From an optimization exercise on the open Yosys and OpenROAD flow, aimed at small area, a short achievable clock period and few clock cycles; shortcuts taken in it are not production practice.
In this exercise RTL edits were held to simulation tests only and were not proved equivalent to the original.
Power figures rest on the tool's default switching activity, not on a simulated workload.

== job 3505 ==
==> flow/design.v (excerpt) <==
module RV32ICore(
    input         CPU_CLK,
    input         CPU_RST,
    output [31:0] imem_addr,
    input  [31:0] imem_rdata,
    output        dmem_rd,
    output [3:0]  dmem_wstrb,
    output [31:0] dmem_addr,
    output [31:0] dmem_wdata,
    input  [31:0] dmem_rdata,
    input         dmem_wait
    );
For scale: ~7500 cells after synthesis, ~2100 flip-flops.
Settings: LEC_CHECK=0, CAP_MARGIN=20, CELL_PAD_IN_SITES_DETAIL_PLACEMENT=0, CELL_PAD_IN_SITES_GLOBAL_PLACEMENT=1, CORE_MARGIN=2, CORE_UTILIZATION=50, CTS_BUF_LIST=sky130_fd_sc_hd__clkbuf_8 sky130_fd_sc_hd__clkbuf_16, SLEW_MARGIN=20; clock period 12.0 ns.
standard.sh (not shown) runs the stock make flow with config.mk's settings and CLKGATE_MAP_FILE= SYNTH_SCRIPT=/design/flow/synth_recipe.tcl, a recipe that flattens the netlist after the stock synthesis.
==> flow/flow/run.sh <==
#!/bin/bash
# The standard layout (the standard.sh: standard synthesis, floorplan,
# place, CTS, route, finish) with a larger setup margin for ORFS's
# repair_timing, so that timing repair keeps working below the period.
# Clock, constraints and every other setting are the standard flow's.
set -euo pipefail
bash standard.sh SETUP_SLACK_MARGIN=8 finish > standard_flow.log 2>&1
Testbench counts of job 3505, summed over its fixed seeds: cycles 30,850.
> inputs changed (job 3505 -> job 4741)
--- a/flow/flow/run.sh
+++ b/flow/flow/run.sh
@@ -5,3 +5,3 @@
 # Clock, constraints and every other setting are the standard flow's.
 set -euo pipefail
-bash standard.sh SETUP_SLACK_MARGIN=8 finish > standard_flow.log 2>&1
+bash standard.sh SETUP_SLACK_MARGIN=9 finish > standard_flow.log 2>&1
--- a/flow/config.mk
+++ b/flow/config.mk
@@ -11,4 +11,4 @@
 export CORE_MARGIN = 2
 export CORE_UTILIZATION = 50
-export CTS_BUF_LIST = sky130_fd_sc_hd__clkbuf_8 sky130_fd_sc_hd__clkbuf_16
+export CTS_BUF_LIST = sky130_fd_sc_hd__clkbuf_4 sky130_fd_sc_hd__clkbuf_8
 export SLEW_MARGIN = 20
## What came out
Taking job 4741 as 1.0, job 3505 lands at 0.944 on detailed-routed wire length on met2.
Between job 3505 and job 4741, the number of placed instances with taps included figures differ only marginally.
Summary of the comparison: relative max-transition margin is higher in job 4741, relative to job 3505.
[job 4741] count of clock-buffer cells in the layout rose about 110% relative to job 3505
Setup slack on job 4741 is up relative to job 3505.
Looking only at post-cts repair resize count, and setting everything else aside, the lower value of job 3505 and job 4741 goes to job 3505.
Comparing job 3505 and job 4741, the lower post-layout minimum cycle time is on job 4741.
Compared with job 3505, job 4741 shows a clock share of power that is 1.8 points lower.
Inputs modified between job 4741 and job 3761:
--- a/flow/flow/run.sh
+++ b/flow/flow/run.sh
@@ -5,3 +5,3 @@
 # Clock, constraints and every other setting are the standard flow's.
 set -euo pipefail
-bash standard.sh SETUP_SLACK_MARGIN=9 finish > standard_flow.log 2>&1
+bash standard.sh SETUP_SLACK_MARGIN=8 finish > standard_flow.log 2>&1
==> flow/config.mk <==
export PLATFORM = sky130hd
export DESIGN_NAME = RV32ICore
export DESIGN_NICKNAME = RV32ICore
export VERILOG_FILES = /design/flow/design.v
export SDC_FILE = /design/flow/constraint.sdc
export NUM_CORES = 4
export LEC_CHECK = 0
export CAP_MARGIN = 20
export CELL_PAD_IN_SITES_DETAIL_PLACEMENT = 1
export CELL_PAD_IN_SITES_GLOBAL_PLACEMENT = 2
export CORE_MARGIN = 2
export CORE_UTILIZATION = 30
export CTS_BUF_LIST = sky130_fd_sc_hd__clkbuf_8 sky130_fd_sc_hd__clkbuf_16
export SLEW_MARGIN = 20
==> comparison <==
Slew at the pin closest to its max-slew limit in job 3761 is 0.075 ns lower than in job 4741
Compared with job 4741, job 3761 shows a higher die span in y.
Min relative slew slack across job 3761 and job 4741: job 4741
Post-place instance area went up by a few percent going from job 4741 to job 3761.
Going from job 4741 to job 3761, number of buffers and inverters on the critical path moved down, global-route usage moved down, wire length of the first global-routing pass moved up, sequential portion of the cell area moved up.
Job 3761 ended with less area of combinational cells with multiple inputs than job 4741.
| depth of the CTS H-tree | job 3761 vs job 4741 | 1 lower |
Re final standard cell utilization of the core: job 3761 is 29 points down on job 4741.
Changes in job 8074 relative to job 3761:
==> flow/config.mk <==
export PLATFORM = sky130hd
export DESIGN_NAME = RV32ICore
export DESIGN_NICKNAME = RV32ICore
export VERILOG_FILES = /design/flow/design.v
export SDC_FILE = /design/flow/constraint.sdc
export NUM_CORES = 4
export LEC_CHECK = 0
export CAP_MARGIN = 20
export CELL_PAD_IN_SITES_DETAIL_PLACEMENT = 0
export CELL_PAD_IN_SITES_GLOBAL_PLACEMENT = 1
export CORE_MARGIN = 2
export CORE_UTILIZATION = 50
export CTS_BUF_LIST = sky130_fd_sc_hd__clkbuf_4 sky130_fd_sc_hd__clkbuf_8
export SLEW_MARGIN = 20
There was hardly any difference in switching portion of total power between job 3761 and job 8074. In the reports for job 3761 and job 8074, the smaller worst hold margin belongs to job 8074. Comparing global-route usage for job 3761 and job 8074, the smaller number came from job 3761. Violation count after the first detailed-route iteration up 2362 in job 8074 wrt job 3761. Diff job 3761 -> job 8074: core utilization +22 points; placeable core area went down by 40%. Of job 8074 and job 3761, it is job 8074 that has the higher reg-to-reg setup timing slack. Job 3761 ended up with sky130_fd_sc_hd__o31a_1 as its standard cell with the maximum stage delay on the critical path; job 8074 ended up with sky130_fd_sc_hd__or3_4. Summary of job 8074 over job 3761: number of stages on the worst setup path grew by 1, clock-buffer cell count now sits higher. Looking at clock network fraction of total power, job 8074 sits 2.2 points lower than job 3761 does. Re register fraction of the total cell area: job 3761 and job 8074 aren't equal, and the higher value belongs to job 8074.

========
Setup of the previous run:
RV32ICore, a different RTL version from the one above (not shown whole).
Size: about 7,100 cells after synthesis, ~2,100 flip-flops.
export LEC_CHECK = 0
export CAP_MARGIN = 20
export CELL_PAD_IN_SITES_DETAIL_PLACEMENT = 0
export CELL_PAD_IN_SITES_GLOBAL_PLACEMENT = 1
export CORE_MARGIN = 2
export CORE_UTILIZATION = 50
export CTS_BUF_LIST = sky130_fd_sc_hd__clkbuf_4 sky130_fd_sc_hd__clkbuf_8
export SLEW_MARGIN = 20
create_clock -name core_clock -period 12.0 [get_ports {CPU_CLK}]
==> flow/flow/run.sh <==
#!/bin/bash
# The standard layout (the standard.sh: standard synthesis, floorplan,
# place, CTS, route, finish) with a larger setup margin for ORFS's
# repair_timing, so that timing repair keeps working below the period.
# Clock, constraints and every other setting are the standard flow's.
set -euo pipefail
bash standard.sh SETUP_SLACK_MARGIN=8 finish > standard_flow.log 2>&1
The previous run completed every stage of the flow, and the final layout passed the timing, design-rule and antenna checks.
Testbench counts of the previous run, summed over its fixed seeds: cycles 30,817.
[inputs] the current run vs the previous run
Settings: a change of CELL_PAD_IN_SITES_GLOBAL_PLACEMENT from 1 to 2; a deleted CTS_BUF_LIST that had been sky130_fd_sc_hd__clkbuf_4 sky130_fd_sc_hd__clkbuf_8; a change of CORE_UTILIZATION from 50 to 30; a change of CELL_PAD_IN_SITES_DETAIL_PLACEMENT from 0 to 1.
Results
The current run has completed all stages; timing, DRC and antenna checks passed.
The previous run finished every stage and its layout cleared the timing, design-rule and antenna checks.
In the current run the depth of the critical timing path with buffers and inverters included turned out 8 higher than in the previous run.
The current run vs the previous run, worst slack at placement went down by 0.17 ns.
The current run vs. the previous run: non-clock buffer instance count of the final layout moved up, final area went up 4900 um^2.

========
Another version of the RTL of RV32ICore (not shown whole).
For scale: ~7200 cells after synthesis, about 94000 um2 of cells after synthesis.
Settings: LEC_CHECK=0, ABC_CLOCK_PERIOD_IN_PS=4000, CAP_MARGIN=20, CELL_PAD_IN_SITES_DETAIL_PLACEMENT=1, CELL_PAD_IN_SITES_GLOBAL_PLACEMENT=2, CORE_MARGIN=2, CORE_UTILIZATION=30, SETUP_SLACK_MARGIN=5, SLEW_MARGIN=20; clock period 12.0 ns.
run.sh (not shown) runs the stock make flow with config.mk's settings and CLKGATE_MAP_FILE= SYNTH_SCRIPT=/design/flow/synth_recipe.tcl, a recipe that flattens the netlist after the stock synthesis.
Stock flow here: none of the scripts above is used.
The starting point passed the timing, design-rule and antenna checks.
Testbench counts at the start, summed over its fixed seeds: cycles 31,203.
Rerun with:
==> flow/flow/run.sh (new file) <==
#!/bin/bash
# The standard layout (the standard.sh: standard synthesis, floorplan,
# place, CTS, route, finish) with a larger setup margin for ORFS's
# repair_timing, so that timing repair keeps working below the period.
# Clock, constraints and every other setting are the standard flow's.
set -euo pipefail
bash standard.sh SETUP_SLACK_MARGIN=8 finish > standard_flow.log 2>&1
==> flow/standard.sh (new file) <==
#!/bin/bash
# synth_recipe.tcl (not shown) runs the flow's synth.tcl, then flattens the netlist and writes it again
# the make line also repeats each setting of config.mk as NAME=value (left out here)
make -C /OpenROAD-flow-scripts/flow DESIGN_CONFIG=/design/flow/config.mk WORK_HOME=/design/flow/orfs CLKGATE_MAP_FILE= SYNTH_SCRIPT=/design/flow/synth_recipe.tcl "${@:-finish}"
- ABC_CLOCK_PERIOD_IN_PS: 4000 -> unset
- SETUP_SLACK_MARGIN: 5 -> unset
removed: flow/run.sh
Core utilization is higher by 3.3 points. Setup slack improved by 1600 ps. Worst hold slack improved by 54 ps. Synthesized area does not change. Power is higher by 3.4%. Via count is higher by 4.3%. Final cell count is higher by 4.3%. Global-route usage is higher by 1.3 points.

========
## tundra
Another version of the RTL of RV32ICore (not shown whole).
Size in the first run: about 170 I/O pins.
Settings: LEC_CHECK=0, CAP_MARGIN=20, CELL_PAD_IN_SITES_DETAIL_PLACEMENT=0, CELL_PAD_IN_SITES_GLOBAL_PLACEMENT=1, CORE_MARGIN=2, CORE_UTILIZATION=50, CTS_BUF_LIST=sky130_fd_sc_hd__clkbuf_4 sky130_fd_sc_hd__clkbuf_8, SLEW_MARGIN=20, TNS_END_PERCENT=10; clock period 12.0 ns.
standard.sh (not shown) runs the stock make flow with config.mk's settings and CLKGATE_MAP_FILE= SYNTH_SCRIPT=/design/flow/synth_recipe.tcl, a recipe that flattens the netlist after the stock synthesis.
==> flow/flow/run.sh <==
#!/bin/bash
# The standard layout (the standard.sh: standard synthesis, floorplan,
# place, CTS, route, finish) with a larger setup margin for ORFS's
# repair_timing, so that timing repair keeps working below the period.
# Clock, constraints and every other setting are the standard flow's.
set -euo pipefail
bash standard.sh SETUP_SLACK_MARGIN=8 finish > standard_flow.log 2>&1
Testbench counts of tundra, summed over its fixed seeds: cycles 30,850.
Input-level comparison between raven and tundra:
# tundra
export LEC_CHECK = 0
export CAP_MARGIN = 20
export CELL_PAD_IN_SITES_DETAIL_PLACEMENT = 0
export CELL_PAD_IN_SITES_GLOBAL_PLACEMENT = 1
export CORE_MARGIN = 2
export CORE_UTILIZATION = 50
export CTS_BUF_LIST = sky130_fd_sc_hd__clkbuf_4 sky130_fd_sc_hd__clkbuf_8
export SLEW_MARGIN = 20
export TNS_END_PERCENT = 10
create_clock -name core_clock -period 12.0 [get_ports {CPU_CLK}]
# raven
export LEC_CHECK = 0
export CAP_MARGIN = 20
export CELL_PAD_IN_SITES_DETAIL_PLACEMENT = 1
export CELL_PAD_IN_SITES_GLOBAL_PLACEMENT = 2
export CORE_MARGIN = 2
export CORE_UTILIZATION = 30
export SLEW_MARGIN = 20
create_clock -name core_clock -period 12.0 [get_ports {CPU_CLK}]
==> comparison <==
- Per-cell routed wire length: raven vs tundra, no meaningful difference
- Flip-flop and latch share of the layout cell area: tundra and raven compared, higher one is tundra
- Diff tundra -> raven | power attributed to combinational cells | increase of about 10%
- On post-synthesis net count, tundra and raven are basically level.
- In the tables for tundra and raven, final routed wirelength across all metal layers reads higher with raven.
- Compare tundra and raven | critical path depth lower: tundra
- raven: fmax higher than tundra
- On number of cells in the finished layout apart from fillers: between tundra and raven, it ends up lower for tundra.

========
## run D
Another version of the RTL of RV32ICore (not shown whole).
For scale: about 6400 cells after synthesis, ~2100 flip-flops, about 170 I/O pins, roughly 0.10 sq mm of cells after synthesis.
Settings: LEC_CHECK=0, ABC_CLOCK_PERIOD_IN_PS=4000, CAP_MARGIN=20, CELL_PAD_IN_SITES_DETAIL_PLACEMENT=1, CELL_PAD_IN_SITES_GLOBAL_PLACEMENT=2, CORE_MARGIN=2, CORE_UTILIZATION=30, SETUP_SLACK_MARGIN=5, SLEW_MARGIN=20; clock period 12.0 ns.
run.sh (not shown) runs the stock make flow with config.mk's settings and CLKGATE_MAP_FILE= SYNTH_SCRIPT=/design/flow/synth_recipe.tcl, a recipe that flattens the netlist after the stock synthesis.
Stock flow here: none of the scripts above is used.
Testbench counts of run D, summed over its fixed seeds: cycles 31,203.
The inputs of run Y differ from those of run D as listed below.
- removing ABC_CLOCK_PERIOD_IN_PS (formerly 4000)
- removing SETUP_SLACK_MARGIN (formerly 5)
[summary]
Looking at the reports, run Y completed the entire flow and the layout it produced met the timing, design-rule and antenna checks. On non-filler instance count after layout, run D and run Y are basically level. The higher portion of the clock cycle consumed by the worst path in the final layout of run D and run Y is in run Y. Slowest library cell on the worst path = o31ai_1: run Y; slowest library cell on the worst path = mux2i_1: run D. Compared to run D, run Y has achievable clock frequency about 27% lower. Delta (run Y minus run D): largest driver fanout on the critical path decreased by about 40% relative to the old numbers, overall power of the completed layout dropped 94 uW, wire length of the first global-routing pass shows an increase of 0.88%.

## re-timing with driven ports
The flow's constraints put no driver on any port. The routed layouts listed below were extracted and timed again, unchanged, in two steps. Step 1: set_driving_cell puts a clkbuf_16 on CPU_CLK and a buf_2 on each other input, an assumption about the parent block. Step 2 also shifts input and output timing later by t, the mid clock arrival at the registers, as if the neighbouring blocks saw the same clock. a / b / c = no drivers / after step 1 / after step 2; a / b = the first two.
| run | t, ns | setup WS [ns] | worst setup path at the end |
|---|---|---|---|
| job 3505 | 0.962 | 7.665 / 7.665 / 6.955 | input to register |
| job 4741 | 1.174 | 7.722 / 7.626 / 6.999 | input to register |
| job 3761 | 1.036 | 7.671 / 7.671 / 7.054 | input to register |
| job 8074 | 1.198 | 7.731 / 7.638 / 6.850 | input to register |
| the previous run | 1.191 | 7.334 / 7.334 / 6.659 | input to register |
| the current run | 1.027 | 7.345 / 7.345 / 6.958 | input to register |
| the first run of note 3 | 1.016 | 5.371 / 5.371 / 5.371 | register to register |
| the second run of note 3 | 1.003 | 6.966 / 6.966 / 6.675 | input to register |
| tundra | 1.175 | 7.541 / 7.541 / 6.623 | input to register |
| raven | 1.019 | 7.674 / 7.674 / 6.941 | input to register |
| run D | 1.002 | 5.376 / 5.376 / 5.376 | register to register |
| run Y | 0.992 | 2.918 / 2.918 / 2.918 | register to register |
After both steps every run listed still meets setup and hold. For tundra, which loses most, drivers alone change the setup slack by 0.000 ns; drivers and shift together by -0.918 ns.
